Background: an optimization exercise with open tools, aiming at small area, a short achievable clock period and few clock cycles. Do not read the settings as production practice.
Function was checked by simulation only, so behaviour that the tests miss may differ from the original.
No activity file was given, so power comes from the tool's default toggle rates.

`design/flow/run.sh`:
```
#!/bin/bash
# synth_recipe.tcl (not shown) runs the flow's synth.tcl, then flattens the netlist and writes it again
# the make line also repeats each setting of config.mk as NAME=value (left out here)
make -C /OpenROAD-flow-scripts/flow DESIGN_CONFIG=/design/flow/config.mk WORK_HOME=/design/flow/orfs CLKGATE_MAP_FILE= SYNTH_SCRIPT=/design/flow/synth_recipe.tcl finish
```
`design/flow/config.mk`:
```
export PLATFORM = sky130hd
export DESIGN_NAME = ucrv32
export DESIGN_NICKNAME = ucrv32
export VERILOG_FILES = /design/flow/design.v
export SDC_FILE = /design/flow/constraint.sdc
export NUM_CORES = 4
export LEC_CHECK = 0
export CAP_MARGIN = 20
export CORE_MARGIN = 2
export CORE_UTILIZATION = 30
export PLACE_DENSITY = 0.42
export SLEW_MARGIN = 20
```
`design/flow/constraint.sdc`:
```
create_clock -name core_clock -period 25.0 [get_ports {clk}]
set_input_delay 5.0000 -clock core_clock [delete_from_list [all_inputs] [get_ports {clk}]]
set_output_delay 5.0000 -clock core_clock [all_outputs]
set_load 0.01 [all_outputs]
```
`design/flow/design.v`:
```
module shifter32 (
  input  [31:0] a,
  input  [4:0]  sh,
  input         left,
  input         arith,
  output [31:0] y
);
  function [31:0] rev;
    input [31:0] x;
    integer k;
    begin
      for (k = 0; k < 32; k = k + 1) rev[k] = x[31-k];
    end
  endfunction
  wire [31:0] x = left ? rev(a) : a;
  wire fill = arith & a[31] & ~left;
  wire [31:0] r = $signed({fill, x}) >>> sh;
  assign y = left ? rev(r) : r;
endmodule
module vmac (
  input             clk,
  input      [63:0] a,
  input      [63:0] b,
  input             nxt_pk,
  input      [1:0]  nxt_pksub,   
  input             nxt_mac,     
  input             nxt_m16,     
  input             nxt_m32,     
  input      [1:0]  nxt_pass,
  input             pv,          
  output     [31:0] lo_res,
  output     [31:0] hi_res
);
  reg        pk, mac, m16, m32;
  reg  [1:0] pksub, pass;
  reg  [3:0] asel;             
  reg  [1:0] bsel [0:3];
  reg  [3:0] sa, sb;
  always @(posedge clk) begin
    pk <= nxt_pk; pksub <= nxt_pksub; mac <= nxt_mac; m16 <= nxt_m16; m32 <= nxt_m32;
    pass <= nxt_pass;
  end
  wire n_m8 = ~nxt_m16 & ~nxt_m32;
  wire n_m16mac = nxt_m16 & nxt_mac, n_m16mul = nxt_m16 & ~nxt_mac;
  wire n_p0 = nxt_pass == 2'd0, n_p1 = nxt_pass == 2'd1, n_p2 = nxt_pass == 2'd2;
  always @(posedge clk) begin
    asel[0] <= n_m16mul & n_p1;                    
    asel[1] <= 1'b0;
    asel[2] <= (nxt_m32 & n_p1) | (n_m16mul & n_p0);  
    asel[3] <= nxt_m32 & n_p1;                     
    bsel[0] <= ((n_m16mac & n_p1) | (nxt_m32 & n_p1) | (n_m16mul & n_p0)) ? 2'd1 :
               ((nxt_m32 & n_p2) | (n_m16mul & n_p1)) ? 2'd3 : 2'd0;
    bsel[1] <= ((n_m16mac & n_p1) | (nxt_m32 & n_p1) | (n_m16mul & n_p0)) ? 2'd0 :
               (nxt_m32 & n_p2) ? 2'd2 : 2'd1;
    bsel[2] <= (n_m16mac & n_p1) ? 2'd3 : ((nxt_m32 & n_p0) | (n_m16mul & n_p0)) ? 2'd0 : 2'd2;
    bsel[3] <= (n_m16mac & n_p1) ? 2'd2 : (nxt_m32 & n_p0) ? 2'd0 : (nxt_m32 & n_p1) ? 2'd1 :
               (n_m16mul & n_p1) ? 2'd2 : 2'd3;
    sa <= n_m8 ? 4'b1111 : n_m16mac ? 4'b1010 : 4'b0000;
    sb <= n_m8 ? 4'b1111 : n_m16mac ? (n_p0 ? 4'b1010 : 4'b0101) : 4'b0000;
  end
  wire m8 = ~m16 & ~m32;
  wire m16mac = m16 & mac, m16mul = m16 & ~mac;
  wire p0 = pass == 2'd0, p1 = pass == 2'd1;
  reg  [16:0] P [0:7];
  reg  [3:0]  sh [0:7];        
  reg  [1:0]  ext [0:7];       
  reg  [7:0]  en;
  reg         r_mac, r_first, r_kill;
  reg  [31:0] Ls, Lc, Hs, Hc;   
  reg         t_mac, t_kill;    
  always @(posedge clk) begin
    r_mac   <= mac;
    r_first <= pv & p0;
    r_kill  <= m16mul;
    t_mac   <= r_mac;
    t_kill  <= r_kill;
  end
  wire [31:0] X [0:7];
  genvar m;
  generate
    for (m = 0; m < 8; m = m + 1) begin : slot
      localparam integer S = m % 4;
      localparam integer H = m / 4;
      wire [31:0] ah = H ? a[63:32] : a[31:0];
      wire [31:0] bh = H ? b[63:32] : b[31:0];
      wire [7:0] av;
      if (S == 0)      begin : a0 assign av = asel[0] ? ah[23:16] : ah[7:0];   end
      else if (S == 1) begin : a1 assign av = ah[15:8];                         end
      else if (S == 2) begin : a2 assign av = asel[2] ? ah[7:0]   : ah[23:16]; end
      else             begin : a3 assign av = asel[3] ? ah[23:16] : ah[31:24]; end
      wire [7:0] bv = bh[8*bsel[S] +: 8];
      wire [16:0] prod;
      bmul9 mul (.a({sa[S] & av[7], av}), .b({sb[S] & bv[7], bv}), .y(prod));
      reg [1:0] n_sh;
      reg [1:0] n_ext;
      reg       n_en;
      always @(*) begin
        n_sh = 2'd0; n_ext = 2'd0; n_en = 1'b1;
        if (pk) begin
          n_en = (H == 0);
          if (pksub == 2'd1) begin
            n_en = (H == 0) && (S < 2); n_ext = 2'd2; n_sh = (S == 1) ? 2'd2 : 2'd0;
          end else if (pksub == 2'd3) begin
            n_en = (H == 0) && (S >= 2); n_ext = 2'd2; n_sh = (S == 3) ? 2'd2 : 2'd0;
          end
        end else if (m8) begin
          if (!mac) begin n_ext = 2'd1; n_sh = S; end
        end else if (m16mac) begin
          n_sh = p0 ? (((S % 2) == 1) ? 2'd2 : 2'd0) : 2'd1;
        end else if (m16mul) begin
          if (p0) begin
            case (S)
              0: begin n_sh = 2'd1; n_ext = 2'd1; end
              1: begin n_sh = 2'd1; n_ext = 2'd1; end
              2: begin n_sh = 2'd0; n_ext = 2'd2; end
              default: n_en = 1'b0;
            endcase
          end else begin
            case (S)
              0: begin n_sh = 2'd3; n_ext = 2'd1; end
              1: n_en = 1'b0;
              2: begin n_sh = 2'd2; n_ext = 2'd2; end
              default: begin n_sh = 2'd3; n_ext = 2'd1; end
            endcase
          end
        end else begin  
          if (p0)
            n_sh = (S == 0) ? 2'd0 : (S == 3) ? 2'd3 : 2'd2;
          else if (p1)
            n_sh = (S < 2) ? 2'd1 : (S == 2) ? 2'd2 : 2'd3;
          else begin
            n_sh = 2'd3; n_en = (S < 2);
          end
        end
      end
      always @(posedge clk) begin
        P[m]   <= prod[16:0];
        sh[m]  <= 4'd1 << n_sh;
        ext[m] <= n_ext;
        en[m]  <= n_en & pv;
      end
      wire [16:0] pv17 = P[m];
      wire [31:0] v = (ext[m] == 2'd1) ? {24'd0, pv17[7:0]} :
                      (ext[m] == 2'd2) ? {16'd0, pv17[15:0]} :
                      {{15{pv17[16]}}, pv17};
      wire [31:0] vs = ({32{sh[m][0]}} & v) | ({32{sh[m][1]}} & {v[23:0], 8'd0}) |
                       ({32{sh[m][2]}} & {v[15:0], 16'd0}) | ({32{sh[m][3]}} & {v[7:0], 24'd0});
      assign X[m] = en[m] ? vs : 32'd0;
    end
  endgenerate
  function [63:0] csa;
    input [31:0] x, y, z;
    input        kill;
    reg   [31:0] c;
    begin
      c = (x & y) | (x & z) | (y & z);
      c = {c[30:0], 1'b0};
      if (kill) c[16] = 1'b0;
      csa = {c, x ^ y ^ z};
    end
  endfunction
  wire [31:0] ls_in = r_first ? 32'd0 : Ls, lc_in = r_first ? 32'd0 : Lc;
  wire [31:0] hs_in = r_first ? 32'd0 : Hs, hc_in = r_first ? 32'd0 : Hc;
  wire [63:0] la = csa(X[0], X[1], X[2], r_kill);
  wire [63:0] lb = csa(X[3], ls_in, lc_in, r_kill);
  wire [63:0] lx = csa(la[31:0], la[63:32], lb[31:0], r_kill);
  wire [63:0] ly = csa(lx[31:0], lx[63:32], lb[63:32], r_kill);
  wire [63:0] ha = csa(X[4], X[5], X[6], r_kill);
  wire [63:0] hb = csa(X[7], hs_in, hc_in, r_kill);
  wire [63:0] hx = csa(ha[31:0], ha[63:32], hb[31:0], r_kill);
  wire [63:0] hy = csa(hx[31:0], hx[63:32], hb[63:32], r_kill);
  always @(posedge clk) begin
    Ls <= ly[31:0]; Lc <= ly[63:32];
    Hs <= hy[31:0]; Hc <= hy[63:32];
  end
  wire [63:0] m1 = csa(Ls, Lc, Hs, 1'b0);
  wire [63:0] m2 = csa(m1[31:0], m1[63:32], Hc, 1'b0);
  wire [31:0] fa_lo = t_mac ? m2[31:0] : Ls;
  wire [31:0] fb_lo = t_mac ? m2[63:32] : Lc;
  wire [32:0] lo_x = {fa_lo[31:16], ~t_kill, fa_lo[15:0]} + {fb_lo[31:16], 1'b0, fb_lo[15:0]};
  wire [32:0] hi_x = {Hs[31:16], ~t_kill, Hs[15:0]} + {Hc[31:16], 1'b0, Hc[15:0]};
  assign lo_res = {lo_x[32:17], lo_x[15:0]};
  assign hi_res = {hi_x[32:17], hi_x[15:0]};
endmodule
module bmul9 (
  input  [8:0]  a,
  input  [8:0]  b,
  output [16:0] y
);
  function [35:0] csa18;
    input [17:0] x, u, z;
    reg   [17:0] c;
    begin
      c = (x & u) | (x & z) | (u & z);
      csa18 = {c[16:0], 1'b0, x ^ u ^ z};
    end
  endfunction
  wire [10:0] bx = {b[8], b, 1'b0};
  wire [10:0] a1 = {{2{a[8]}}, a};
  wire [10:0] a2 = {a[8], a, 1'b0};
  wire [17:0] row [0:5];
  wire [4:0]  neg;
  genvar k;
  generate
    for (k = 0; k < 5; k = k + 1) begin : g
      wire b2 = bx[2*k+2], b1 = bx[2*k+1], b0 = bx[2*k];
      wire one = b1 ^ b0;
      wire two = (b2 & ~b1 & ~b0) | (~b2 & b1 & b0);
      assign neg[k] = b2 & ~(b1 & b0);
      wire [10:0] mag = ({11{one}} & a1) | ({11{two}} & a2);
      wire [10:0] pp = mag ^ {11{neg[k]}};
      wire [17:0] base = {7'd0, ~pp[10], pp[9:0]} << (2*k);
      if (k == 0) begin : r0
        assign row[k] = base;
      end else begin : rk
        assign row[k] = base | ({17'd0, neg[k-1]} << (2*k-2));
      end
    end
  endgenerate
  assign row[5] = 18'h2AC00 | {9'd0, neg[4], 8'd0};
  wire [35:0] l1a = csa18(row[0], row[1], row[2]);
  wire [35:0] l1b = csa18(row[3], row[4], row[5]);
  wire [35:0] l2  = csa18(l1a[17:0], l1a[35:18], l1b[17:0]);
  wire [35:0] l3  = csa18(l2[17:0], l2[35:18], l1b[35:18]);
  wire [17:0] s = l3[17:0] + l3[35:18];
  assign y = s[16:0];
endmodule
module valu (
  input  [63:0] a,
  input  [63:0] b,
  input  [1:0]  sew,    
  input         sub,
  output [63:0] y
);
  wire [71:0] xa, xb;
  genvar i;
  generate
    for (i = 0; i < 8; i = i + 1) begin : g
      wire start;
      if (i == 0) begin : s0
        assign start = 1'b1;
      end else if (i == 4) begin : s4
        assign start = 1'b1;
      end else if (i % 2 == 0) begin : se
        assign start = (sew == 2'd0) | (sew == 2'd1);
      end else begin : so
        assign start = (sew == 2'd0);
      end
      assign xa[9*i]   = start ? sub : 1'b1;
      assign xb[9*i]   = start ? sub : 1'b0;
      assign xa[9*i+8:9*i+1] = a[8*i+7:8*i];
      assign xb[9*i+8:9*i+1] = b[8*i+7:8*i] ^ {8{sub}};
    end
  endgenerate
  wire [71:0] s = xa + xb;
  generate
    for (i = 0; i < 8; i = i + 1) begin : o
      assign y[8*i+7:8*i] = s[9*i+8:9*i+1];
    end
  endgenerate
endmodule
module xreg_file (
  input clk,
  input we,
  input [4:0] wa,
  input [31:0] wd,
  input [31:0] sel1, sel2,
  output reg [31:0] rd1, rd2
);
  reg [31:0] r [1:31];
  integer i;
  always @(*) begin
    rd1 = 32'd0; rd2 = 32'd0;
    for (i = 1; i < 32; i = i + 1) begin
      rd1 = rd1 | ({32{sel1[i]}} & r[i]);
      rd2 = rd2 | ({32{sel2[i]}} & r[i]);
    end
  end
  genvar k;
  generate
    for (k = 1; k < 32; k = k + 1) begin : w
      always @(posedge clk)
        if (we && wa == k) r[k] <= wd;
    end
  endgenerate
endmodule
module vreg_file (
  input clk,
  input we,
  input [4:0] wa,
  input [63:0] wd,
  input [31:0] sel1, sel2,
  output reg [63:0] rd1, rd2
);
  reg [63:0] r [1:31];
  integer i;
  always @(*) begin
    rd1 = 64'd0; rd2 = 64'd0;
    for (i = 1; i < 32; i = i + 1) begin
      rd1 = rd1 | ({64{sel1[i]}} & r[i]);
      rd2 = rd2 | ({64{sel2[i]}} & r[i]);
    end
  end
  genvar k;
  generate
    for (k = 1; k < 32; k = k + 1) begin : w
      always @(posedge clk)
        if (we && wa == k) r[k] <= wd;
    end
  endgenerate
endmodule
module ucrv32 (
  input clk, resetn,
  output [31:0] imem_addr,
  input  [31:0] imem_rdata,
  output wire [31:0] dmem_req_addr,
  output wire [31:0] dmem_req_wdata,
  output wire [3:0]  dmem_req_wmask,
  output wire        dmem_req_write,
  output wire        dmem_req_valid,
  input  wire        dmem_req_ready,
  input              dmem_resp_valid,
  output wire        dmem_resp_ready,
  input       [31:0] dmem_resp_rdata,
  output wire ebreak_hit,
  output [31:0] trace_pc,
  output [31:0] trace_insn
);
  reg  [29:0] fa, ap;
  reg         av;
  reg  [31:0] q0_i, q1_i;
  reg  [29:0] q0_pc, q1_pc;
  reg         q0_v, q1_v;
  wire        d_go;
  wire        ex_flush;
  wire [29:0] ex_tgt_pc;
  wire        d_flush;
  wire [29:0] d_tgt;
  assign imem_addr = {fa, 2'b00};
  wire drop = av & ~d_go & q0_v & q1_v;
  reg rst_n;
  always @(posedge clk) rst_n <= resetn;
  wire q_shift = d_go & q1_v;                        
  wire q0_ld_arr = (d_go & ~q1_v) | (~d_go & ~q0_v);  
  wire q1_ld_arr = (d_go & q1_v) | (~d_go & q0_v & ~q1_v);
  always @(posedge clk) begin
    ap <= fa;
    if (q_shift) begin q0_i <= q1_i; q0_pc <= q1_pc; end
    else if (q0_ld_arr) begin q0_i <= imem_rdata; q0_pc <= ap; end
    if (q1_ld_arr) begin q1_i <= imem_rdata; q1_pc <= ap; end
    if (!rst_n) begin
      fa <= 30'd0; av <= 1'b0; q0_v <= 1'b0; q1_v <= 1'b0;
    end else begin
      if (ex_flush)      begin fa <= ex_tgt_pc; av <= 1'b0; end
      else if (d_flush)  begin fa <= d_tgt;     av <= 1'b0; end
      else if (drop)     begin fa <= ap;        av <= 1'b0; end
      else               begin fa <= fa + 30'd1; av <= 1'b1; end
      if (ex_flush | d_flush) begin
        q0_v <= 1'b0; q1_v <= 1'b0;
      end else if (d_go) begin
        q0_v <= q1_v | av;
        q1_v <= q1_v & av;
      end else if (!q0_v) begin
        q0_v <= av;
      end else if (!q1_v) begin
        q1_v <= av;
      end
    end
  end
  wire [31:0] ir  = q0_i;
  wire [6:0]  opc = ir[6:0];
  wire [2:0]  f3  = ir[14:12];
  wire [4:0]  rd  = ir[11:7];
  wire [4:0]  rs1 = ir[19:15];
  wire [4:0]  rs2 = ir[24:20];
  wire o_lui   = opc == 7'b0110111;
  wire o_auipc = opc == 7'b0010111;
  wire o_jal   = opc == 7'b1101111;
  wire o_jalr  = opc == 7'b1100111;
  wire o_br    = opc == 7'b1100011;
  wire o_ld    = opc == 7'b0000011;
  wire o_st    = opc == 7'b0100011;
  wire o_opi   = opc == 7'b0010011;
  wire o_op    = opc == 7'b0110011;
  wire o_sys   = opc == 7'b1110011;
  wire o_cu    = opc == 7'b1011011;
  wire o_ctr   = o_cu & (f3 == 3'b000);
  wire o_pk    = o_cu & (f3 == 3'b001);
  wire o_vec   = o_cu & (f3 == 3'b010);
  wire [4:0] vop = ir[29:25];
  wire v_add = o_vec & (vop == 5'd0);
  wire v_sub = o_vec & (vop == 5'd1);
  wire v_mul = o_vec & (vop == 5'd2);
  wire v_mac = o_vec & (vop == 5'd3);
  wire v_ld  = o_vec & (vop == 5'd4);
  wire v_st  = o_vec & (vop == 5'd5);
  wire pk_add = o_pk & (ir[26:25] == 2'd0);
  wire pk_mul = o_pk & (ir[26:25] != 2'd0);
  wire ctr_wr = o_ctr & ir[31];
  wire ebrk   = o_sys & (f3 == 3'b000);
  wire d_mul   = pk_mul | v_mul | v_mac;
  wire d_alu   = o_lui | o_auipc | o_opi | o_op;
  wire d_ws    = (d_alu | o_jal | o_jalr | (o_ctr & ~ir[31]) | o_pk | v_mac) & (rd != 5'd0);
  wire d_wv    = (v_add | v_sub | v_mul) & (rd != 5'd0);
  wire d_lds   = o_ld & (rd != 5'd0);
  wire d_ldv   = v_ld & (rd != 5'd0);
  wire a_x = o_jalr | o_br | o_ld | o_st | o_opi | o_op | ctr_wr | o_pk | v_ld | v_st;
  wire a_v = v_add | v_sub | v_mul | v_mac;
  wire b_x = o_br | o_st | o_op | o_pk;
  wire b_v = v_add | v_sub | v_mul | v_mac | v_st;
  wire [31:0] imm_i = {{20{ir[31]}}, ir[31:20]};
  wire [31:0] imm_u = {ir[31:12], 12'd0};
  wire [31:0] imm_b = {{19{ir[31]}}, ir[31], ir[7], ir[30:25], ir[11:8], 1'b0};
  wire [31:0] imm_j = {{11{ir[31]}}, ir[31], ir[19:12], ir[20], ir[30:21], 1'b0};
  assign d_tgt = q0_pc + (o_jal ? imm_j[31:2] : imm_b[31:2]);
  wire        xw_we;  wire [4:0] xw_a;  wire [31:0] xw_d;
  wire        vw_we;  wire [4:0] vw_a;  wire [63:0] vw_d;
  wire [31:0] xr1_rf, xr2_rf;
  wire [63:0] vr1_rf, vr2_rf;
  wire [31:0] sel1 = 32'd1 << rs1;
  wire [31:0] sel2 = 32'd1 << rs2;
  xreg_file xrf (.clk(clk), .we(xw_we), .wa(xw_a), .wd(xw_d),
                 .sel1(sel1), .sel2(sel2), .rd1(xr1_rf), .rd2(xr2_rf));
  vreg_file vrf (.clk(clk), .we(vw_we), .wa(vw_a), .wd(vw_d),
                 .sel1(sel1), .sel2(sel2), .rd1(vr1_rf), .rd2(vr2_rf));
  reg        wb_we;  reg [4:0] wb_rd;  reg [31:0] wb_d;
  reg        vwb_we; reg [4:0] vwb_rd; reg [63:0] vwb_d;
  wire [31:0] xr1 = (wb_we && wb_rd == rs1) ? wb_d : xr1_rf;
  wire [31:0] xr2 = (wb_we && wb_rd == rs2) ? wb_d : xr2_rf;
  wire [63:0] vr1 = (vwb_we && vwb_rd == rs1) ? vwb_d : vr1_rf;
  wire [63:0] vr2 = (vwb_we && vwb_rd == rs2) ? vwb_d : vr2_rf;
  reg         ex_v;
  reg  [31:0] ex_i;
  reg  [29:0] ex_pc;
  reg  [63:0] A, B;
  reg  [11:0] ex_simm;
  reg  [29:0] ex_tgt;
  reg         fA_s, fA_v, fB_s, fB_v;
  reg         ex_alu, ex_jal, ex_jalr, ex_br, ex_ld, ex_st, ex_vld, ex_vst;
  reg         ex_ctr, ex_pkadd, ex_vas, ex_mul, ex_ebrk;
  reg         ex_ws, ex_wv, ex_lds, ex_ldv;
  reg         ex_sub, ex_memop, ex_shl, ex_aar;
  reg  [9:0]  ex_rs;        
  reg  [5:0]  ex_bc;        
  reg         ex_mpk, ex_mmac, ex_m16, ex_m32;
  reg  [1:0]  ex_mpksub;
  reg  [1:0]  mcnt;
  reg         mrep;         
  wire [4:0]  ex_rd = ex_i[11:7];
  reg         lu_out;        
  reg         c_vec, c_hi, c_slot;
  reg  [4:0]  c_rd;
  reg  [2:0]  c_f3;
  reg  [1:0]  c_off;
  reg         n_vec, n_slot;
  reg  [4:0]  n_rd;
  reg  [2:0]  n_f3;
  reg  [1:0]  n_off;
  reg  [1:0]  o_v, ow_vec;
  reg  [1:0]  sbusy;          
  reg  [4:0]  o_rd0, o_rd1;
  reg         ns;
  reg  [31:0] raw;
  reg         raw_v;
  reg         rt_vec, rt_hi, rt_slot;
  reg  [4:0]  rt_rd;
  reg  [2:0]  rt_f3;
  reg  [1:0]  rt_off;
  reg  [31:0] lu_lo;
  wire lu_wait_lo = lu_out & c_vec & ~c_hi;
  wire lu_sw0 = raw_v & ~rt_vec & (rt_rd != 5'd0);
  wire lu_vw0 = raw_v & rt_vec & rt_hi & (rt_rd != 5'd0);
  reg  t1_v, t1_ws, t1_wv, t2_v, t2_ws, t2_wv;
  reg  [4:0] t1_rd, t2_rd;
  wire lu_hold = (lu_sw0 & t2_v & t2_ws) | (lu_vw0 & t2_v & t2_wv);
  wire lu_sw = lu_sw0 & ~lu_hold;
  wire lu_vw = lu_vw0 & ~lu_hold;
  wire lu_fin = raw_v & (~rt_vec | rt_hi) & ~lu_hold;
  reg         m_v, m_w;
  reg  [29:0] m_addr;
  reg  [31:0] m_wdata;
  reg  [3:0]  m_wmask;
  reg         m_hp;           
  reg         m_q;            
  reg  [31:0] m_hdata;
  wire ws_now = (ex_v & ex_ws & ~ex_mul) | (t2_v & t2_ws);
  wire wv_now = (ex_v & ex_wv & ~ex_mul) | (t2_v & t2_wv);
  wire [4:0] ws_rd = (t2_v & t2_ws) ? t2_rd : ex_rd;
  wire [4:0] wv_rd = (t2_v & t2_wv) ? t2_rd : ex_rd;
  wire dfA_s = a_x & ws_now & (ws_rd == rs1);
  wire dfA_v = a_v & wv_now & (wv_rd == rs1);
  wire dfB_s = b_x & ws_now & (ws_rd == rs2);
  wire dfB_v = b_v & wv_now & (wv_rd == rs2);
  wire mex_s = ex_v & ex_mul & ex_ws, mex_v = ex_v & ex_mul & ex_wv;
  wire mt1_s = t1_v & t1_ws, mt1_v = t1_v & t1_wv;
  wire haz_mex = (a_x & mex_s & (ex_rd == rs1)) | (b_x & mex_s & (ex_rd == rs2)) |
                 (a_v & mex_v & (ex_rd == rs1)) | (b_v & mex_v & (ex_rd == rs2)) |
                 (a_x & mt1_s & (t1_rd == rs1)) | (b_x & mt1_s & (t1_rd == rs2)) |
                 (a_v & mt1_v & (t1_rd == rs1)) | (b_v & mt1_v & (t1_rd == rs2)) |
                 (d_ws & ((mex_s & (ex_rd == rd)) | (mt1_s & (t1_rd == rd)))) |
                 (d_wv & ((mex_v & (ex_rd == rd)) | (mt1_v & (t1_rd == rd))));
  wire haz_mul = haz_mex | (d_mul & (dfA_s | dfA_v | dfB_s | dfB_v));
  wire o0s = o_v[0] & ~ow_vec[0], o1s = o_v[1] & ~ow_vec[1];
  wire o0v = o_v[0] &  ow_vec[0], o1v = o_v[1] &  ow_vec[1];
  wire own_s1 = (o0s & (o_rd0 == rs1)) | (o1s & (o_rd1 == rs1)) | (ex_v & ex_lds & (ex_rd == rs1));
  wire own_s2 = (o0s & (o_rd0 == rs2)) | (o1s & (o_rd1 == rs2)) | (ex_v & ex_lds & (ex_rd == rs2));
  wire own_sd = (o0s & (o_rd0 == rd))  | (o1s & (o_rd1 == rd))  | (ex_v & ex_lds & (ex_rd == rd));
  wire own_v1 = (o0v & (o_rd0 == rs1)) | (o1v & (o_rd1 == rs1)) | (ex_v & ex_ldv & (ex_rd == rs1));
  wire own_v2 = (o0v & (o_rd0 == rs2)) | (o1v & (o_rd1 == rs2)) | (ex_v & ex_ldv & (ex_rd == rs2));
  wire own_vd = (o0v & (o_rd0 == rd))  | (o1v & (o_rd1 == rd))  | (ex_v & ex_ldv & (ex_rd == rd));
  wire haz_lu = (a_x & own_s1) | (b_x & own_s2) | ((d_ws | d_lds) & own_sd) |
                (a_v & own_v1) | (b_v & own_v2) | ((d_wv | d_ldv) & own_vd);
  wire ex_done;
  wire d_stall = (ex_v & ~ex_done) | haz_lu | haz_mul;
  assign d_go    = q0_v & ~d_stall;
  assign d_flush = d_go & o_jal;
  wire [63:0] Af = fA_s ? {A[63:32], wb_d} : fA_v ? vwb_d : A;
  wire [63:0] Bf = fB_s ? {B[63:32], wb_d} : fB_v ? vwb_d : B;
  wire ex_mem  = ex_ld | ex_st | ex_vld | ex_vst;
  wire [31:0] opb = ex_memop ? {{20{ex_simm[11]}}, ex_simm} : (Bf[31:0] ^ {32{ex_sub}});
  wire [33:0] sum34 = {1'b0, Af[31:0], 1'b1} + {1'b0, opb, ex_sub};
  wire [31:0] s32 = sum34[32:1];
  wire eq  = Af[31:0] == Bf[31:0];
  wire ltu = Af[31:0] < Bf[31:0];
  wire lt  = (Af[31] ^ Bf[31]) ? Af[31] : ltu;
  wire [31:0] shres;
  shifter32 shf (.a(Af[31:0]), .sh(Bf[4:0]), .left(ex_shl), .arith(ex_aar), .y(shres));
  wire taken = |(ex_bc & {~ltu, ltu, ~lt, lt, ~eq, eq});
  wire [63:0] vsum;
  valu va (.a(Af), .b(Bf), .sew(ex_pkadd ? 2'd0 : ex_i[31:30]), .sub(ex_i[25] & ~ex_pkadd), .y(vsum));
  wire [31:0] mlo, mhi;
  wire [1:0]  mlastp = ex_m32 ? 2'd2 : ex_m16 ? 2'd1 : 2'd0;
  wire        mlast = (mcnt == mlastp);
  wire [1:0] mcnt_next = d_go ? 2'd0 : (ex_v & ex_mul & ~mlast) ? mcnt + 2'd1 : mcnt;
  wire d_mac = v_mac | (o_pk & (ir[26:25] == 2'd2));
  wire d_m16 = o_vec & (ir[31:30] == 2'd1);
  wire d_m32 = o_vec & (ir[31:30] == 2'd2);
  vmac mu (.clk(clk), .a(A), .b(B),
           .nxt_pk(d_go ? o_pk : ex_mpk), .nxt_pksub(d_go ? ir[26:25] : ex_mpksub),
           .nxt_mac(d_go ? d_mac : ex_mmac), .nxt_m16(d_go ? d_m16 : ex_m16),
           .nxt_m32(d_go ? d_m32 : ex_m32), .nxt_pass(mcnt_next),
           .pv(ex_v & ex_mul & ~mrep), .lo_res(mlo), .hi_res(mhi));
  reg [31:0] icnt, lcnt, scnt;
  wire [31:0] ctrv = (ex_i[21:20] == 2'd2) ? lcnt : (ex_i[21:20] == 2'd3) ? scnt : icnt;
  wire [31:0] link = {ex_pc + 30'd1, 2'b00};
  wire [31:0] res_s = ({32{ex_rs[0]}} & s32) | ({32{ex_rs[1]}} & shres) |
                      ({32{ex_rs[2]}} & {31'd0, lt}) | ({32{ex_rs[3]}} & {31'd0, ltu}) |
                      ({32{ex_rs[4]}} & (Af[31:0] ^ Bf[31:0])) | ({32{ex_rs[5]}} & (Af[31:0] | Bf[31:0])) |
                      ({32{ex_rs[6]}} & (Af[31:0] & Bf[31:0])) | ({32{ex_rs[7]}} & link) |
                      ({32{ex_rs[8]}} & ctrv) | ({32{ex_rs[9]}} & vsum[31:0]);
  wire [63:0] res_v = vsum;
  wire port_blk = (ex_ws & ~ex_mul & (lu_sw0 | (t2_v & t2_ws))) |
                  (ex_wv & ~ex_mul & (lu_vw0 | (t2_v & t2_wv))) |
                  (ex_mul & t1_v);
  wire ld_ok = ~lu_wait_lo & ~m_hp & ~m_q & ~sbusy[ns];
  wire st_ok = ~lu_wait_lo & ~m_hp & ~m_q;
  reg  ex_ok;
  always @(*) begin
    if (ex_mul)               ex_ok = mlast;
    else if (ex_ld | ex_vld)  ex_ok = ld_ok;
    else if (ex_st | ex_vst)  ex_ok = st_ok;
    else if (ex_ebrk)         ex_ok = 1'b0;
    else                      ex_ok = 1'b1;
  end
  assign ex_done = ex_v & ex_ok & ~port_blk;
  wire   ex_free = ~ex_v | ex_done;      
  assign ex_flush  = ex_done & (ex_jalr | (ex_br & taken));
  assign ex_tgt_pc = ex_jalr ? s32[31:2] : ex_tgt;
  always @(posedge clk) begin
    if (!rst_n) begin
      ex_v <= 1'b0;
    end else if (d_go) begin
      ex_v <= ~ex_flush;
    end else if (ex_done) begin
      ex_v <= 1'b0;
    end
    if (ex_free) begin
      ex_i   <= ir;
      ex_pc  <= q0_pc;
      A[31:0] <= o_lui ? 32'd0 : o_auipc ? {q0_pc, 2'b00} : a_v ? vr1[31:0] : xr1;
      A[63:32] <= vr1[63:32];
      B[31:0] <= b_v ? vr2[31:0] : b_x ? xr2 : (o_lui | o_auipc) ? imm_u : imm_i;
      B[63:32] <= vr2[63:32];
      ex_simm <= o_st ? {ir[31:25], ir[11:7]} : o_ld ? ir[31:20] : 12'd0;
      ex_tgt  <= d_tgt;
      fA_s <= dfA_s; fA_v <= dfA_v; fB_s <= dfB_s; fB_v <= dfB_v;
      ex_alu <= d_alu; ex_jal <= o_jal; ex_jalr <= o_jalr; ex_br <= o_br;
      ex_ld <= o_ld; ex_st <= o_st; ex_vld <= v_ld; ex_vst <= v_st;
      ex_ctr <= o_ctr; ex_pkadd <= pk_add; ex_vas <= v_add | v_sub; ex_mul <= d_mul;
      ex_ebrk <= ebrk;
      ex_ws <= d_ws; ex_wv <= d_wv; ex_lds <= d_lds; ex_ldv <= d_ldv;
      ex_sub   <= o_op & ir[30] & (f3 == 3'b000);
      ex_memop <= o_ld | o_st | v_ld | v_st;
      ex_shl   <= f3 == 3'b001;
      ex_aar   <= ir[30];
      ex_rs[0] <= o_lui | o_auipc | ((o_opi | o_op) & (f3 == 3'b000));
      ex_rs[1] <= (o_opi | o_op) & (f3 == 3'b001 | f3 == 3'b101);
      ex_rs[2] <= (o_opi | o_op) & (f3 == 3'b010);
      ex_rs[3] <= (o_opi | o_op) & (f3 == 3'b011);
      ex_rs[4] <= (o_opi | o_op) & (f3 == 3'b100);
      ex_rs[5] <= (o_opi | o_op) & (f3 == 3'b110);
      ex_rs[6] <= (o_opi | o_op) & (f3 == 3'b111);
      ex_rs[7] <= o_jal | o_jalr;
      ex_rs[8] <= o_ctr;
      ex_rs[9] <= pk_add;
      ex_bc <= {6{o_br}} & {f3 == 3'b111, f3 == 3'b110, f3 == 3'b101, f3 == 3'b100, f3 == 3'b001, f3 == 3'b000};
      ex_mpk  <= o_pk;
      ex_mpksub <= ir[26:25];
      ex_mmac <= d_mac;
      ex_m16  <= d_m16;
      ex_m32  <= d_m32;
    end else begin
      A <= Af; B <= Bf;
      fA_s <= 1'b0; fA_v <= 1'b0; fB_s <= 1'b0; fB_v <= 1'b0;
    end
    if (d_go) begin
      mcnt <= 2'd0;
      mrep <= 1'b0;
    end else begin
      mrep <= ex_v & ex_mul & mlast & ~ex_done;
      if (ex_v & ex_mul & ~mlast) mcnt <= mcnt + 2'd1;
    end
  end
  always @(posedge clk) begin
    if (!rst_n) begin
      icnt <= 32'd0; lcnt <= 32'd0; scnt <= 32'd0;
    end else if (ex_done) begin
      if (ex_ctr & ex_i[31] & (ex_i[21:20] == 2'd1)) icnt <= Af[31:0] + 32'd1;
      else icnt <= icnt + 32'd1;
      if (ex_ctr & ex_i[31] & (ex_i[21:20] == 2'd2)) lcnt <= Af[31:0];
      else if (ex_ld) lcnt <= lcnt + 32'd1;
      if (ex_ctr & ex_i[31] & (ex_i[21:20] == 2'd3)) scnt <= Af[31:0];
      else if (ex_st) scnt <= scnt + 32'd1;
    end
  end
  wire [31:0] ldat;
  always @(posedge clk) begin
    if (t2_v & t2_ws) begin wb_rd <= t2_rd; wb_d <= mlo; end
    else if (lu_sw) begin wb_rd <= rt_rd; wb_d <= ldat; end
    else if (ex_done & ex_ws & ~ex_mul) begin wb_rd <= ex_rd; wb_d <= res_s; end
    if (t2_v & t2_wv) begin vwb_rd <= t2_rd; vwb_d <= {mhi, mlo}; end
    else if (lu_vw) begin vwb_rd <= rt_rd; vwb_d <= {raw, lu_lo}; end
    else if (ex_done & ex_wv & ~ex_mul) begin vwb_rd <= ex_rd; vwb_d <= res_v; end
    t1_ws <= ex_ws; t1_wv <= ex_wv; t1_rd <= ex_rd;
    t2_ws <= t1_ws; t2_wv <= t1_wv; t2_rd <= t1_rd;
    if (!rst_n) begin
      wb_we <= 1'b0; vwb_we <= 1'b0; t1_v <= 1'b0; t2_v <= 1'b0;
    end else begin
      t1_v <= ex_done & ex_mul;
      t2_v <= t1_v;
      wb_we  <= (t2_v & t2_ws) | lu_sw | (ex_done & ex_ws & ~ex_mul);
      vwb_we <= (t2_v & t2_wv) | lu_vw | (ex_done & ex_wv & ~ex_mul);
    end
  end
  wire [31:0] rsh = raw >> {rt_off, 3'b000};
  reg  [31:0] ldx;
  assign ldat = ldx;
  always @(*) begin
    case (rt_f3)
      3'b000:  ldx = {{24{rsh[7]}}, rsh[7:0]};
      3'b001:  ldx = {{16{rsh[15]}}, rsh[15:0]};
      3'b100:  ldx = {24'd0, rsh[7:0]};
      3'b101:  ldx = {16'd0, rsh[15:0]};
      default: ldx = raw;
    endcase
  end
  assign xw_we = wb_we;
  assign xw_a  = wb_rd;
  assign xw_d  = wb_d;
  assign vw_we = vwb_we;
  assign vw_a  = vwb_rd;
  assign vw_d  = vwb_d;
  wire ex_mem_issue = ex_done & ex_mem;
  wire lu_issue     = ex_done & (ex_ld | ex_vld);
  wire rd_issue = lu_issue;                       
  wire rd_now   = rd_issue & (~lu_out | dmem_resp_valid);   
  always @(posedge clk) begin
    if (!lu_hold) begin
      raw    <= dmem_resp_rdata;
      raw_v  <= rst_n & dmem_resp_valid;
      rt_vec <= c_vec; rt_hi <= c_hi; rt_rd <= c_rd; rt_f3 <= c_f3; rt_off <= c_off; rt_slot <= c_slot;
    end else if (!rst_n) raw_v <= 1'b0;
    if (raw_v & rt_vec & ~rt_hi) lu_lo <= raw;
    if (lu_wait_lo) begin
      m_w <= 1'b0; m_addr[0] <= 1'b1;
    end else if (m_hp) begin
      m_w <= 1'b1; m_addr[0] <= 1'b1; m_wdata <= m_hdata; m_wmask <= 4'b1111;
    end else if (ex_mem_issue) begin
      m_w <= ex_st | ex_vst;
      m_addr <= s32[31:2];
      m_hdata <= Bf[63:32];
      if (ex_st & ex_i[13:12] == 2'b00) begin
        m_wdata <= {4{Bf[7:0]}};
        m_wmask <= 4'b0001 << s32[1:0];
      end else if (ex_st & ex_i[13:12] == 2'b01) begin
        m_wdata <= {2{Bf[15:0]}};
        m_wmask <= s32[1] ? 4'b1100 : 4'b0011;
      end else begin
        m_wdata <= Bf[31:0];
        m_wmask <= 4'b1111;
      end
    end
    if (rd_issue) begin
      if (rd_now) begin
        c_vec <= ex_vld; c_hi <= 1'b0; c_rd <= ex_rd; c_f3 <= ex_i[14:12]; c_off <= s32[1:0]; c_slot <= ns;
      end else begin
        n_vec <= ex_vld; n_rd <= ex_rd; n_f3 <= ex_i[14:12]; n_off <= s32[1:0]; n_slot <= ns;
      end
    end else if (m_q & dmem_resp_valid) begin
      c_vec <= n_vec; c_hi <= 1'b0; c_rd <= n_rd; c_f3 <= n_f3; c_off <= n_off; c_slot <= n_slot;
    end else if (lu_wait_lo & dmem_resp_valid) begin
      c_hi <= 1'b1;
    end
    if (rd_issue) begin
      if (ns) begin ow_vec[1] <= ex_vld; o_rd1 <= ex_rd; end
      else    begin ow_vec[0] <= ex_vld; o_rd0 <= ex_rd; end
    end
    if (!rst_n) begin
      m_v <= 1'b0; m_hp <= 1'b0; m_q <= 1'b0;
      lu_out <= 1'b0; o_v <= 2'b00; ns <= 1'b0; sbusy <= 2'b00;
    end else begin
      if (lu_wait_lo | m_q) begin
        m_v <= dmem_resp_valid;
        if (m_q & dmem_resp_valid) m_q <= 1'b0;
      end else if (m_hp) begin
        m_v <= 1'b1; m_hp <= 1'b0;
      end else if (ex_mem_issue) begin
        m_v  <= ~rd_issue | rd_now;
        m_q  <= rd_issue & ~rd_now;
        m_hp <= ex_vst;
      end else begin
        m_v <= 1'b0;
      end
      if (rd_now) lu_out <= 1'b1;
      else if (dmem_resp_valid & ~lu_wait_lo & ~m_q) lu_out <= 1'b0;
      if (rd_issue) ns <= ~ns;
      if (rd_issue & ~ns) o_v[0] <= (ex_rd != 5'd0);
      else if (lu_fin & ~rt_slot) o_v[0] <= 1'b0;
      if (rd_issue & ns) o_v[1] <= (ex_rd != 5'd0);
      else if (lu_fin & rt_slot) o_v[1] <= 1'b0;
      if (rd_issue & ~ns) sbusy[0] <= 1'b1;
      else if (lu_fin & ~rt_slot) sbusy[0] <= 1'b0;
      if (rd_issue & ns) sbusy[1] <= 1'b1;
      else if (lu_fin & rt_slot) sbusy[1] <= 1'b0;
    end
  end
  assign dmem_req_valid = m_v;
  assign dmem_req_write = m_w;
  assign dmem_req_addr  = {m_addr, 2'b00};
  assign dmem_req_wdata = m_wdata;
  assign dmem_req_wmask = m_wmask;
  assign dmem_resp_ready = 1'b1;
  reg ebreak_r;
  always @(posedge clk) begin
    if (!rst_n) ebreak_r <= 1'b0;
    else if (ex_v & ex_ebrk & ~m_hp) ebreak_r <= 1'b1;
  end
  assign ebreak_hit = ebreak_r;
  reg [29:0] tr_pc;
  reg [31:0] tr_i;
  always @(posedge clk) begin
    tr_pc <= ex_pc;
    tr_i  <= ex_i;
  end
  assign trace_pc   = {tr_pc, 2'b00};
  assign trace_insn = tr_i;
endmodule
```
==> summary.md <==
| Metric | Value |
|---|---|
| Maximum capacitance violations | 0 |
| Detailed-route wire length per cell | around 43 microns |
| Chip Width | 869 microns |
| Post-DP Area | 0.242 sq mm |
| Final critical-path share of the clock period | between 20 and 30% |
| Hold EP | tr_i[19] |
| Global routing usage on met3 | 9.15% |
| Layout Cell Area excl Fill | roughly 0.26 sq mm |
| Final Non-Filler Cells | 29,300 |
| Boundary pin count | around 240 |
| Total number of vias | ~190k |
| Number of vias per cell after detailed routing | 6.49 |
| Post-Syn Instances | 18,800 |
| RSZ-0062 raised after global routing | false |
| Global-route wire length before repair | 1,660,000 microns |
| Worst-path cell with the longest stage delay | sky130_fd_sc_hd__dfxtp_1 |
| Gp weighted congestion | 0.973 |
| Worst reg2reg path endpoint | mu.P[0][16] |
| Fin. max-slew vios | 0 |
| Detailed Route Iter0 Violations | 36,800 |
| R2R Setup Slk | about 18,000 ps |
| Number of distinct library cell variants in the gate-level netlist after synthesis | 121 |
| Antenna viol nets, final | 0 |
| Pin count of the biggest net entering global routing | 125 |
| Maximum vdd ir drop | around 500 uV |
| Transition time at the pin with the least slew margin | 1410 ps |
| Hold Path Stages | 0 |
| Number of enable-type register cells in the synthesized netlist | 3,557 |
| Synth Flop Type | sky130_fd_sc_hd__edfxtp_1 |
| Critical path peak fanout | 2 |
| Power share of the clock group | 21.9% |
| Setup slack at placement | 17,680 ps |
| Clock network latency to the later pin of the worst-skew pair | 1150 ps |
| Layer with the highest usage after global routing | met2 |
| Data required time of the critical path | 20,000 ps |
| Per-instance average area after synthesis | 11.9 sq um |
| Post-Synthesis Cell Area | around 0.22 sq mm |
| Chip height | between 800 and 900 microns |
| Area inside the core boundary | 0.745 sq mm |
| List of cells traversed by the critical path | clkdlybuf4s50_1 |
| Root Buffer | sky130_fd_sc_hd__clkbuf_16 |
| Asr flop ratio synth | 0% |
| Synthesis Warnings | 12 |
| Setup TNS | 0 ps |
| Number of global-route vias before repair | 179,000 |
| Net switching power of the design | 14,200 uW |
| Number of resized instances in the post-cts repair step | 0 |
| Highest clock rate | 0.134 GHz |
| Clock skew | roughly 130 ps |
| Total power density per cell area | 130 mW/mm^2 |
| Kind of launch point of the worst setup path | flop |
| CTS max path bufs | 4 |
| Worst hold path type | flop to flop |
| Layout overhead on the synthesized area | 14.8% |
| Placement Rows | 317 |
| Total setup buffers inserted after CTS | 0 |
| Cell-internal power | 19,200 uW |
| Total Die Area | 0.755 sq mm |
| Sort of element at the end of the critical path | primary output |
| CTS clock-pin slew for the worst setup and hold paths | 60 ps |
| Number of nets in the layout | 20,100 |
| P_leak | 0.0880 uW |
| Family of cells with the greatest summed delay on the critical path | flip-flops |
| Drt total wl | between 1,000,000 and 1,500,000 microns |
| Run status | timing/DRC/antenna clean |
| Switching share of power | a little over two fifths |
| Part of the Yosys area used for sequential elements | 53.8% |
| Critical path start-end classification | flop to primary output |
| TritonCTS clock tree | built |
| Crit path time final | 7450 ps |
| Relative slew slack | under 10% |
| Flop pwr share | about 28% |
| Met2 routing resource usage after global routing | 45.7% |
| Delay of the slowest cell on the worst path | 690 ps |
| Ratio of cells with drive above 1 in the final layout | 11.2% |
| Cts bufs inserted | 477 |
| Inst Count DP | 28,300 |
| Leftover overflow at the end of global routing | 0 |
| GR met1 Demand/Resource | a little over two fifths |
| Overall fraction of global-route tracks in use | 32.3% |
| Worst hold start | ex_i[19] |
| Crit path arrival time | 2450 ps |
| Quantity of I/O buffers inserted on ports | approximately 230 |
| Reg-to-reg startpoint | mu.bsel[0][0] |
| Deepest level of the CTS H-tree | 5 |
| Number of detailed-route iterations in the first pass | 10 |
| Number of hold violations in the final report | 0 |
| Post-layout power | 33,400 uW |
| Antenna violations before repair | about 130 |
| CP Buf/Inv Count | 1 |
| Number of clock sinks seen by CTS | 4,256 |
| Worst Setup Slack, final | about 18,000 ps |
| Hpwl dp | 796,000 microns |
| Hold-fix buffers at CTS | 0 |
| Initial core utilization | 30.1% |
| Remaining routing DRC violations | 0 |
| #FFs+latches synth | ~4,300 |
| Number of cell instances on the worst register-to-register path | 23 |
| Combinational cell fraction of total power | roughly half |
| Final setup violation count | 0 |
## cells in the mapped netlist (all sizes together) (93+ instances only)
library cell  instances  area share, %
mux4                104            1.0
nand4               449            1.3
inv                 809            1.4
edfxtp             3557             48
a22o                707            2.8
dfxtp               699            6.2
a221oi              735            2.9
ha                  588            3.3
a32oi               188           0.73
nor3                226           0.51
nor2                976            1.6
fa                  494            4.4
a31oi                95           0.27
a21oi               762            1.7
o22ai               214           0.60
a21o                 93           0.31
mux2i               320            1.4
a22oi              1420            4.8
a222oi              197           0.88
and3                138           0.38
xnor2               546            2.1
o211ai              144           0.48
a211oi              126           0.42
o21ai               684            1.5
xor2                255            1.0
nor2b               159           0.44
mux2                260            1.3
nand2              1029            1.7
a21boi              107           0.36
nand3               496            1.1
clkbuf              930            1.6
buf                 449           0.93
nand2b              212           0.59
## state kept, by name, summed over array words and instances, names as in the netlist, 32 cells and up
register,cells
vrf.r,1984
xrf.r,992
mu.P,136
A,64
B,64
vwb_d,64
ex_i,32
icnt,32
lcnt,32
lu_lo,32
m_hdata,32
m_wdata,32
mu.Hs,32
mu.Ls,32
q0_i,32
q1_i,32
raw,32
scnt,32
wb_d,32
## logic make-up (layout without fill, tap and decap cells)
logic type | after synthesis | in the layout | synth area share (%)
simple gates | 3941 | 3941 | 8.49
compound gates | 5852 | 5852 | 19.2
other cells | 2 | 111 | 0.00335
fa+ha+maj | 1082 | 1082 | 7.69
buf+inv | 2201 | 2701 | 3.87
flops | 4256 | 4256 | 53.8
mux | 684 | 684 | 3.79
xor+xnor | 801 | 801 | 3.13
## worst max path at each step
stage | startpoint | endpoint | slack, ps | cells past startpoint
6_report | ebreak_r | ebreak_hit | 17550 | 1
5_1_grt | mu.bsel[0][0] | mu.P[0][16] | 17490 | 23
4_1_cts | m_addr[0] | dmem_req_addr[2] | 17520 | 1
3_5_place_dp | dmem_resp_valid | c_rd[0] | 17680 | 3
3_3_place_gp | dmem_resp_valid | c_rd[0] | 17710 | 3
2_1_floorplan | rt_rd[0] | vwb_d[0] | 15090 | 6
## worst register-to-register path: cells and delay by family, from the launching register on
family	cells	cell delay, ps
adder cells (fa/ha/maj)	5	2180
AO/OA/AOI/OAI	8	2000
buffers and inverters	5	1120
AND/OR/NAND/NOR	2	540
XOR/XNOR	2	460
multiplexers	1	400
flip-flops	1	310
## cell type report
| cell class | count | area (sq um) |
|---|---|---|
| antenna | 104 | 260 |
| multi-input combinational | 12400 | 96400 |
| fill | 73600 | 488000 |
| timing repair buffer | 992 | 8890 |
| inverter | 822 | 3100 |
| tap | 9889 | 12400 |
| clock inverter | 272 | 2880 |
| clock buffer | 615 | 12800 |
| sequential | 4256 | 121000 |
## per-layer routing
| metal | wire, microns | up-vias | part of all wire, % |
|---|---|---|---|
| li1 | - | 74000 | - |
| met1 | 508000 | 97400 | 40 |
| met2 | 516000 | 15600 | 41 |
| met3 | 156000 | 3357 | 12 |
| met4 | 91900 | 44 | 7.2 |
| met5 | 322 | - | 0.025 |
## stage by stage
step,utilization [%],hold slack [ps]
floorplan,-,310
global placement,32.4,324
detailed placement,32.4,327
CTS,34.5,337
global route,34.5,343
finish,34.6,337
## power by group through the flow
stage / clock network [uW] / logic, uW / registers, uW
floorplan: 0 / 11300 / 9000
global placement: 0 / 16900 / 9330
detailed placement: 0 / 16700 / 9330
CTS: 7350 / 16900 / 9180
global route: 7600 / 18800 / 9210
finish: 7310 / 16900 / 9200
## cell usage in the layout (no fill, tap or decap), types with 601 or more instances in the layout
cell type | Yosys | final
sky130_fd_sc_hd__dfxtp_1 | 699 | 688
sky130_fd_sc_hd__nor2_1 | 974 | 846
sky130_fd_sc_hd__nand2_1 | 1029 | 1026
sky130_fd_sc_hd__inv_1 | 797 | 793
sky130_fd_sc_hd__a21oi_1 | 762 | 748
sky130_fd_sc_hd__a221oi_1 | 727 | 727
sky130_fd_sc_hd__a22o_1 | 707 | 707
sky130_fd_sc_hd__buf_4 | 27 | 693
sky130_fd_sc_hd__o21ai_0 | 633 | 601
sky130_fd_sc_hd__a22oi_1 | 1420 | 1420
sky130_fd_sc_hd__edfxtp_1 | 3557 | 3557
Testbench counts, summed over its fixed seeds: cycles 35,707.

==> static timing again, ports no longer ideal <==
In the flow no input, the clock included, has a driving cell. The finished layout below was timed again as built, in two steps. Step 1 sets driving cells, clkbuf_16 on the clock port and buf_2 on the other inputs (assumed; they add their load-dependent delay and slew). Step 2 times the ports against the registers' clock, not the clock port: input delays grow and output delays shrink by t, the midpoint of the rising clock arrivals with the driver on. Three values: ideal, step 1, step 2; two values: the first two.
t (ns): 1.236
setup slack, ns: 17.548 / 17.408 / 17.686
worst setup path at the end: input to register
After both steps setup and hold are still met in this run. The setup slack of this run moves by -0.140 ns with the drivers and by +0.138 ns with both steps.
